This is an optimization exercise on Yosys and OpenROAD, whose aim is small area, a short achievable clock period and few clock cycles per item, not a production implementation.
In this exercise RTL edits were held to simulation tests only and were not proved equivalent to the original.

## precalc
module precalc(
  input clk,
  input rst,
  input [121:0] vertices_data,
  input vertices_empty,
  output vertices_pull,
  output reg [216:0] triangle_data,
  input triangle_full,
  output reg triangle_push
);
assign vertices_pull = ~triangle_full;
wire [7:0] cmd_s0 = vertices_data[121:114];
reg [7:0] cmd_s1; always @(posedge clk) cmd_s1 <= cmd_s0;
reg [7:0] cmd_s2; always @(posedge clk) cmd_s2 <= cmd_s1;
reg [7:0] cmd_s3; always @(posedge clk) cmd_s3 <= cmd_s2;
reg [7:0] cmd_s4; always @(posedge clk) cmd_s4 <= cmd_s3;
reg [7:0] cmd_s5; always @(posedge clk) cmd_s5 <= cmd_s4;
reg [7:0] cmd_s6; always @(posedge clk) cmd_s6 <= cmd_s5;
reg [7:0] cmd_s7; always @(posedge clk) cmd_s7 <= cmd_s6;
reg [7:0] cmd_s8; always @(posedge clk) cmd_s8 <= cmd_s7;
reg [7:0] cmd_s9; always @(posedge clk) cmd_s9 <= cmd_s8;
reg [7:0] cmd_s10; always @(posedge clk) cmd_s10 <= cmd_s9;
reg [7:0] cmd_s11; always @(posedge clk) cmd_s11 <= cmd_s10;
reg [7:0] cmd_s12; always @(posedge clk) cmd_s12 <= cmd_s11;
reg [7:0] cmd_s13; always @(posedge clk) cmd_s13 <= cmd_s12;
reg [7:0] cmd_s14; always @(posedge clk) cmd_s14 <= cmd_s13;
reg [7:0] cmd_s15; always @(posedge clk) cmd_s15 <= cmd_s14;
reg [7:0] cmd_s16; always @(posedge clk) cmd_s16 <= cmd_s15;
reg [7:0] cmd_s17; always @(posedge clk) cmd_s17 <= cmd_s16;
reg [7:0] cmd_s18; always @(posedge clk) cmd_s18 <= cmd_s17;
wire [37:0] av_s0 = vertices_data[113:76];
wire [37:0] bv_s0 = vertices_data[75:38];
wire [37:0] cv_s0 = vertices_data[37:0];
wire [6:0] dab_s0 = {1'b0,bv_s0[31:26]} - {1'b0,av_s0[31:26]};
wire [6:0] dac_s0 = {1'b0,cv_s0[31:26]} - {1'b0,av_s0[31:26]};
wire [6:0] dbc_s0 = {1'b0,cv_s0[31:26]} - {1'b0,bv_s0[31:26]};
wire [0:0] sab_s0 = ~dab_s0[6];
  ...
Size in the first run: ~4700 flip-flops, roughly 350 I/O pins, ~190000 um2 of cells after synthesis.
clock: 5.5 ns
lec_check: 0
abc_area: 1
cap_margin: 20
core_margin: 2
core_utilization: 50
setup_slack_margin: 2.85
slew_margin: 20
run.sh (not shown) runs the stock make flow with config.mk's settings and CLKGATE_MAP_FILE= SYNTH_SCRIPT=/design/flow/synth_recipe.tcl, a recipe that flattens the netlist after the stock synthesis.
The baseline completed with no timing, DRC or antenna violations.
Testbench counts at the start, summed over its fixed seeds: cycles 656, items 512.
Rerun with:
--- a/flow/config.mk
+++ b/flow/config.mk
@@ -10,4 +10,4 @@
 export CORE_MARGIN = 2
 export CORE_UTILIZATION = 50
-export SETUP_SLACK_MARGIN = 2.85
+export SETUP_SLACK_MARGIN = 2.7
 export SLEW_MARGIN = 20
After rerunning:
- The changed run completed without violations
- count of clock-buffer cells in the layout drops by 7
- via count drops by 1.6%
- final area drops by 2.0%
- area after synthesis does not change
- wire length drops by 0.83%
Rerun with:
--- a/flow/config.mk
+++ b/flow/config.mk
@@ -9,5 +9,5 @@
 export CAP_MARGIN = 20
 export CORE_MARGIN = 2
-export CORE_UTILIZATION = 50
+export CORE_UTILIZATION = 40
 export SETUP_SLACK_MARGIN = 2.7
 export SLEW_MARGIN = 20
Effect:
- routed wire length goes up by 2.3%
Rerun with:
--- a/flow/config.mk
+++ b/flow/config.mk
@@ -10,4 +10,4 @@
 export CORE_MARGIN = 2
 export CORE_UTILIZATION = 40
-export SETUP_SLACK_MARGIN = 2.7
+export SETUP_SLACK_MARGIN = 2.85
 export SLEW_MARGIN = 20
The changed run finished with timing, DRC and antenna clean.
Die area is unchanged.
Design area goes up by about 1.7%.
Clock-buffer cell count went down by 16.

[re-timing with driven ports]
How much do the figures lean on ideal ports? The routed layouts below were timed once more, with nothing changed but the port constraints. Step 1, drivers: a clkbuf_16 drives clk and a buf_2 each remaining input, both assumed. Step 2 moves the port delays by t, midway between the first and last clock arrival at a register: inputs arrive t later, outputs are due t later. That takes back most of the time a late clock gives input paths. Slacks: ideal ports / drivers / drivers and shift; pairs: ideal ports / drivers.
run | shift t [ns] | setup WS [ns] | worst hold slack (ns) | pins driven straight from the clock port
the first run | 1.062 | 2.690 / 2.690 / 1.885 | 0.254 / 0.254 / 0.254 | 1
the second run | 1.067 | 2.600 / 2.600 / 1.832 | 0.268 / 0.268 / 0.268 | 1
the third run | 1.131 | 2.690 / 2.690 / 1.679 | 0.285 / 0.285 / 0.285 | 1
the fourth run | 1.131 | 2.720 / 2.720 / 1.820 | 0.268 / 0.268 / 0.268 | 1
After both steps every run listed still meets setup and hold. The setup slack of the third run, which loses most, moves by 0.000 ns with the drivers and by -1.011 ns with both steps.
